What follows belongs to an exercise in optimizing a design on an open flow for small area and a short achievable clock period; a production flow would make more cautious choices. Only simulation tests tie the RTL to the original design; equivalence was not proved. Power figures rest on the tool's default switching activity, not on a simulated workload.

==> inputs of job 6223 <==
Design clock_divider, start of the top module:
module clock_divider #(parameter BASE_SPEED = 50000000) (input logic clk, input logic[19:0] speed, input logic reset, output logic outClk);
	logic [25:0] counter;
	logic rstTrigger;
	logic [3:0] shiftReg;
	wire [13:0] rc;
	wire [12:0] p1, p2, n1, n1n, px;
	assign rc[0] = 1'b0;
	for (genvar j = 0; j < 13; j++) begin : g_dig
		wire x, xn, yn;
		cd_xor2 u_x (.a(counter[2*j]), .b(rc[j]), .y(x));
		assign px[j] = x;
		cd_inv u_xn (.a(x), .y(xn));
		cd_xnor2 u_yn (.a(counter[2*j]), .b(counter[2*j+1]), .y(yn));
		cd_o21a u_t (.a1(counter[2*j]), .a2(rc[j]), .b1(counter[2*j+1]), .x(rc[j+1]));
		cd_nor2 u_p1 (.a(counter[2*j+1]), .b(xn), .y(p1[j]));
		cd_nor2 u_p2 (.a(x), .b(yn), .y(p2[j]));
		cd_and2 u_n1 (.a(counter[2*j+1]), .b(x), .y(n1[j]));
		assign n1n[j] = 1'b0;
	end
	wire topn = ~(rc[13] & speed[0]);
	wire [19:0] nspeed = ~speed;
	logic [19:0] speedOr;    
	always_comb begin
		speedOr[19] = speed[19];
		for (int k = 18; k >= 0; k--) speedOr[k] = speedOr[k+1] | speed[k];
	end
	logic big;
	always_comb begin
		big = 1'b0;
		for (int i = 7; i < 26; i++) big = big | (counter[i] & speedOr[26-i]);
	end
	wire [26:0] qsum;
	wire pp0_0_1;
	wire pq0_2;
	wire pp0_1_3;
	wire pp0_2_4;
	wire pp0_3_5;
	wire pp0_4_6;
	wire pp0_5_7;
	wire pp0_6_8;
	wire pp0_7_9;
	wire pp0_8_10;
	wire pp0_9_11;
	wire pp0_10_12;
	wire pp0_11_13;
	wire pp0_12_14;
	wire pp0_13_15;
	wire pp0_14_16;
	wire pp0_15_17;
	wire pp0_16_18;
	wire pp0_17_19;
	wire pp0_18_20;
	wire pp0_19_21;
	wire pp0_20_22;
	wire pp1_0_23;
	wire pq1_24;
	wire pp1_1_25;
	wire pp1_2_26;
	wire pp1_3_27;
	wire pp1_4_28;
	wire pp1_5_29;
	wire pp1_6_30;
	wire pp1_7_31;
	wire pp1_8_32;
	wire pp1_9_33;
	wire pp1_10_34;
	wire pp1_11_35;
	wire pp1_12_36;
	wire pp1_13_37;
	wire pp1_14_38;
	wire pp1_15_39;
	wire pp1_16_40;
	wire pp1_17_41;
  ...
Settings: LEC_CHECK=0, CAP_MARGIN=20, CORE_MARGIN=2, CORE_UTILIZATION=35, CTS_BUF_LIST=sky130_fd_sc_hd__clkbuf_4, PLACE_DENSITY=0.45, SLEW_MARGIN=20, SYNTH_HIERARCHICAL=1, BUFFER_PORTS_ARGS=-buffer_cell sky130_fd_sc_hd__buf_2; clock period 140.0 ns.
standard.sh (not shown) runs the stock make flow with config.mk's settings and CLKGATE_MAP_FILE= SYNTH_SCRIPT=/design/flow/synth_recipe.tcl, a recipe that flattens the netlist after the stock synthesis.
==> flow/flow/run.sh <==
#!/bin/bash
# The standard layout (standard.sh, the standard flow's own ORFS run, unchanged synthesis),
# with one change: the buffers that placement puts on every input and output
# port are sky130_fd_sc_hd__buf_2 cells instead of the cell buffer_ports picks
# by default (a slow clkdlybuf4s50_1 delay buffer).
set -euo pipefail
printf '\nexport BUFFER_PORTS_ARGS = -buffer_cell sky130_fd_sc_hd__buf_2\n' >> config.mk
bash standard.sh finish > flow_make.log 2>&1
==> job 1740 (differences from job 6223) <==
--- a/flow/config.mk
+++ b/flow/config.mk
@@ -5,12 +5,12 @@
 export SDC_FILE = /design/flow/constraint.sdc
 export NUM_CORES = 4
 export LEC_CHECK = 0
 export CAP_MARGIN = 20
 export CORE_MARGIN = 2
-export CORE_UTILIZATION = 35
+export CORE_UTILIZATION = 25
 export CTS_BUF_LIST = sky130_fd_sc_hd__clkbuf_4
-export PLACE_DENSITY = 0.45
+export PLACE_DENSITY = 0.3
 export SLEW_MARGIN = 20
 export SYNTH_HIERARCHICAL = 1
 
 export BUFFER_PORTS_ARGS = -buffer_cell sky130_fd_sc_hd__buf_2
==> job 1737 (differences from job 6223) <==
--- a/flow/design.v
+++ b/flow/design.v
@@ -622,41 +622,10 @@
 	wire hgn590;
 	wire qs591;
 	wire qc592;
 	wire lp593;
 	wire qs594;
-	wire calo595;
-	wire cq20_596;
-	wire cag20_597;
-	wire cq21_598;
-	wire cag21_599;
-	wire cq22_600;
-	wire cag22_601;
-	wire cq23_602;
-	wire cag23_603;
-	wire cq24_604;
-	wire cag24_605;
-	wire cq25_606;
-	wire cag25_607;
-	wire cq26_608;
-	wire cag26_609;
-	wire cblo610;
-	wire cbg20_611;
-	wire cbg21_612;
-	wire cbg22_613;
-	wire cbg23_614;
-	wire cbg24_615;
-	wire cbg25_616;
-	wire cbg26_617;
-	wire chlo618;
-	wire chg20_619;
-	wire chg21_620;
-	wire chg22_621;
-	wire chg23_622;
-	wire chg24_623;
-	wire chg25_624;
-	wire chg26_625;
 	cd_nand2 u_pp0_0_1 (.a(speed[0]), .b(px[0]), .y(pp0_0_1));
 	cd_nand2 u_pq0_2 (.a(n1[0]), .b(nspeed[0]), .y(pq0_2));
 	cd_pp u_pp0_1_3 (.d1(p1[0]), .a(speed[1]), .d2(p2[0]), .b(speed[0]), .d3(n1[0]), .c(nspeed[1]), .y(pp0_1_3));
 	cd_pp u_pp0_2_4 (.d1(p1[0]), .a(speed[2]), .d2(p2[0]), .b(speed[1]), .d3(n1[0]), .c(nspeed[2]), .y(pp0_2_4));
 	cd_pp u_pp0_3_5 (.d1(p1[0]), .a(speed[3]), .d2(p2[0]), .b(speed[2]), .d3(n1[0]), .c(nspeed[3]), .y(pp0_3_5));
@@ -1085,52 +1054,15 @@
 	assign qs591 = (hpn589 ^ qc588);
 	cd_cyo u_qc592 (.gn(hgn590), .pn(hpn589), .cn(qc588), .y(qc592));
 	assign lp593 = fc494 ^ fs495;
 	assign qs594 = (lp593 ^ qc592);
 	assign qsum = {qs594, qs591, qs587, qs583, qs579, qs575, qs571, qs567, qs563, qs559, qs555, qs551, qs547, qs543, qs539, qs535, qs531, qs527, qs523, qs519, qs515, qs511, qs507, qs503, qs501, hs497, pp0_0_1};
-	assign calo595 = qsum[19:0] >= 20'd681173;
-	cd_xor2 u_cq20_596 (.a(hs569), .b(qc568), .y(cq20_596));
-	cd_nand2 u_cag20_597 (.a(cq20_596), .b(calo595), .y(cag20_597));
-	cd_xnor2 u_cq21_598 (.a(hpn573), .b(qc572), .y(cq21_598));
-	cd_nor2 u_cag21_599 (.a(cq21_598), .b(cag20_597), .y(cag21_599));
-	cd_xor2 u_cq22_600 (.a(hs577), .b(qc576), .y(cq22_600));
-	cd_nand2 u_cag22_601 (.a(cq22_600), .b(cag21_599), .y(cag22_601));
-	cd_xnor2 u_cq23_602 (.a(hpn581), .b(qc580), .y(cq23_602));
-	cd_nor2 u_cag23_603 (.a(cq23_602), .b(cag22_601), .y(cag23_603));
-	cd_xor2 u_cq24_604 (.a(hs585), .b(qc584), .y(cq24_604));
-	cd_nor2 u_cag24_605 (.a(cq24_604), .b(cag23_603), .y(cag24_605));
-	cd_xnor2 u_cq25_606 (.a(hpn589), .b(qc588), .y(cq25_606));
-	cd_nand2 u_cag25_607 (.a(cq25_606), .b(cag24_605), .y(cag25_607));
-	cd_xor2 u_cq26_608 (.a(lp593), .b(qc592), .y(cq26_608));
-	cd_nand2 u_cag26_609 (.a(cq26_608), .b(cag25_607), .y(cag26_609));
-	assign cblo610 = qsum[19:0] >= 20'd515349;
-	cd_nand2 u_cbg20_611 (.a(cq20_596), .b(cblo610), .y(cbg20_611));
-	cd_nor2 u_cbg21_612 (.a(cq21_598), .b(cbg20_611), .y(cbg21_612));
-	cd_nand2 u_cbg22_613 (.a(cq22_600), .b(cbg21_612), .y(cbg22_613));
-	cd_nand2 u_cbg23_614 (.a(cq23_602), .b(cbg22_613), .y(cbg23_614));
-	cd_nor2 u_cbg24_615 (.a(cq24_604), .b(cbg23_614), .y(cbg24_615));
-	cd_nor2 u_cbg25_616 (.a(cq25_606), .b(cbg24_615), .y(cbg25_616));
-	cd_nand2 u_cbg26_617 (.a(cq26_608), .b(cbg25_616), .y(cbg26_617));
-	assign chlo618 = qsum[19:0] >= 20'd349526;
-	cd_nand2 u_chg20_619 (.a(cq20_596), .b(chlo618), .y(chg20_619));
-	cd_nor2 u_chg21_620 (.a(cq21_598), .b(chg20_619), .y(chg21_620));
-	cd_nand2 u_chg22_621 (.a(cq22_600), .b(chg21_620), .y(chg22_621));
-	cd_nor2 u_chg23_622 (.a(cq23_602), .b(chg22_621), .y(chg23_622));
-	cd_nand2 u_chg24_623 (.a(cq24_604), .b(chg23_622), .y(chg24_623));
-	cd_nor2 u_chg25_624 (.a(cq25_606), .b(chg24_623), .y(chg25_624));
-	cd_nand2 u_chg26_625 (.a(cq26_608), .b(chg25_624), .y(chg26_625));
-	cd_and4b u_out (.an(cag26_609), .b(actnb), .c(cbg26_617), .d(chg26_625), .x(outClk));
-	assign geFull = ~cag26_609;
-	assign geHalf = ~cbg26_617;
-	assign gtTop = ~chg26_625;
-	wire geFull, geHalf, gtTop;
-	wire leFull = !big && geFull && !gtTop;
-	wire leHalf = !big && geHalf && !gtTop;
-	wire actnb;
+	wire leFull = !big && (qsum >= 27'd83518677 && qsum <= 27'd133518677);
+	wire leHalf = !big && (qsum >= 27'd108518677 && qsum <= 27'd133518677);
 	wire active = !rstTrigger && (speed != 0);
 	wire counterRst = active && !leFull;
-	assign actnb = active && !big;
+	assign outClk = active && leFull && !leHalf;
 	wire clrn = !((shiftReg == 4'b1111) || counterRst);
 	wire [26:0] cc;
 	wire [25:0] cnext;
 	assign cc[0] = 1'b1;
 	for (genvar i = 0; i < 26; i++) begin : g_cnt
@@ -1166,13 +1098,10 @@
 	assign y = ~(a | b);
 endmodule
 module cd_xnor2 (input logic a, b, output logic y);
 	assign y = ~(a ^ b);
 endmodule
-module cd_and4b (input logic an, b, c, d, output logic x);
-	assign x = ~an & b & c & d;
-endmodule
 module cd_inv (input logic a, output logic y);
 	assign y = ~a;
 endmodule
 module cd_fa (input logic a, b, c, output logic s, co);
 	assign s = a ^ b ^ c;
==> flow/config.mk (replaced) <==
export PLATFORM = sky130hd
export DESIGN_NAME = clock_divider
export DESIGN_NICKNAME = clock_divider
export VERILOG_FILES = /design/flow/design.v
export SDC_FILE = /design/flow/constraint.sdc
export NUM_CORES = 4
export LEC_CHECK = 0
export CAP_MARGIN = 20
export CORE_MARGIN = 2
export CORE_UTILIZATION = 25
export CTS_BUF_LIST = sky130_fd_sc_hd__clkbuf_2 sky130_fd_sc_hd__clkbuf_4
export PLACE_DENSITY = 0.3
export SLEW_MARGIN = 20
export SYNTH_HIERARCHICAL = 1

export BUFFER_PORTS_ARGS = -buffer_cell sky130_fd_sc_hd__buf_2
==> notes <==
Job 1740 finished with timing, DRC and antenna clean. Job 1737 went through all stages and came out clean. Job 6223 finished with timing, DRC and antenna clean. Of job 6223 and job 1740, job 6223 has the higher sequential share of layout area (gap 0.098 points). In sequential power, job 1740 and job 6223 hardly differ. Fmax, highest first: job 6223, job 1740, job 1737. In job 1740 the critical path depth is lower than in job 1737, by 3. First-iteration DRC count: job 1740 > job 6223 > job 1737. In combinational power, job 1740 and job 6223 hardly differ. In job 1740 the area after synthesis is smaller than in job 1737, by about 1.2%. Clock skew is about the same in job 1740 and job 1737. The lowest register-to-register slack belongs to job 1737, the highest to job 1740. The lowest power belongs to job 1737, the highest to job 1740.
==> figures <==
metric                                                                         job 1737        job 6223        job 1740
Via count of the first global-routing pass                                        7,689           7,806           7,546
Post-route standard cell area excluding fillers                                8580 um2        8340 um2        8450 um2
Achievable frequency                                                           15.5 MHz        15.9 MHz        15.9 MHz
Wire length on met1                                                           16,000 um       12,100 um       15,700 um
Pin count of the biggest net entering global routing                                 30              29              29
First-pass GRT wire length                                                    54,200 um       48,200 um       51,500 um
Transition at the pin with the smallest max-transition slack                    1.19 ns         1.10 ns         1.19 ns
Crit path largest cell delay                                                    0.57 ns         0.49 ns         0.51 ns
Sw Ratio                                                                          0.612           0.591           0.592
Clk cell area share                                                             0.00525         0.00555         0.00622
Final Cycle Share                                                                 0.460           0.449           0.451
Minimum setup slack after placement                                            75.65 ns        77.19 ns        76.86 ns
DRT Wirelength                                                                37,600 um       31,000 um       34,600 um
Layout Skew                                                                  0.00834 ns      0.00874 ns      0.00827 ns
Starting Density                                                                  0.254           0.354           0.252
Run status                                                               finished clean  finished clean  finished clean
Weighted congestion reported at the end of routability-driven placement           0.889            1.04           0.872
Number of distinct library cells after synthesis                                     46              40              40
Post-placement cell area                                                       8530 um2        8270 um2        8400 um2
Well tap count                                                                      396             280             396
Worst-case reg-to-reg path depth                                                     37              34              34
Post-synthesis cell count                                                           716             721             721

## static timing again, ports no longer ideal
Ports are ideal in the flow. The routed layouts listed here were re-timed in OpenROAD.
Step 1, drivers: a clkbuf_16 drives clk and a buf_2 each remaining input, both assumed.
Step 2, shift: input delay + t, output delay - t, t = (earliest + latest rising clock arrival at the registers) / 2. This alone moves slack from input paths to output paths.
a / b / c = ideal / step 1 / step 2; a / b = the first two.
| run | t, ns | setup slack, ns | hold slack, ns |
|---|---|---|---|
| job 6223 | 0.348 | 77.130 / 77.054 / 77.054 | 0.350 / 0.350 / 0.350 |
| job 1740 | 0.352 | 76.927 / 76.890 / 76.890 | 0.352 / 0.352 / 0.352 |
| job 1737 | 0.351 | 75.554 / 75.482 / 75.482 | 0.348 / 0.348 / 0.348 |
After both steps every run listed still meets setup and hold. For job 6223, which loses most, drivers alone change the setup slack by -0.076 ns; drivers and shift together by -0.076 ns.
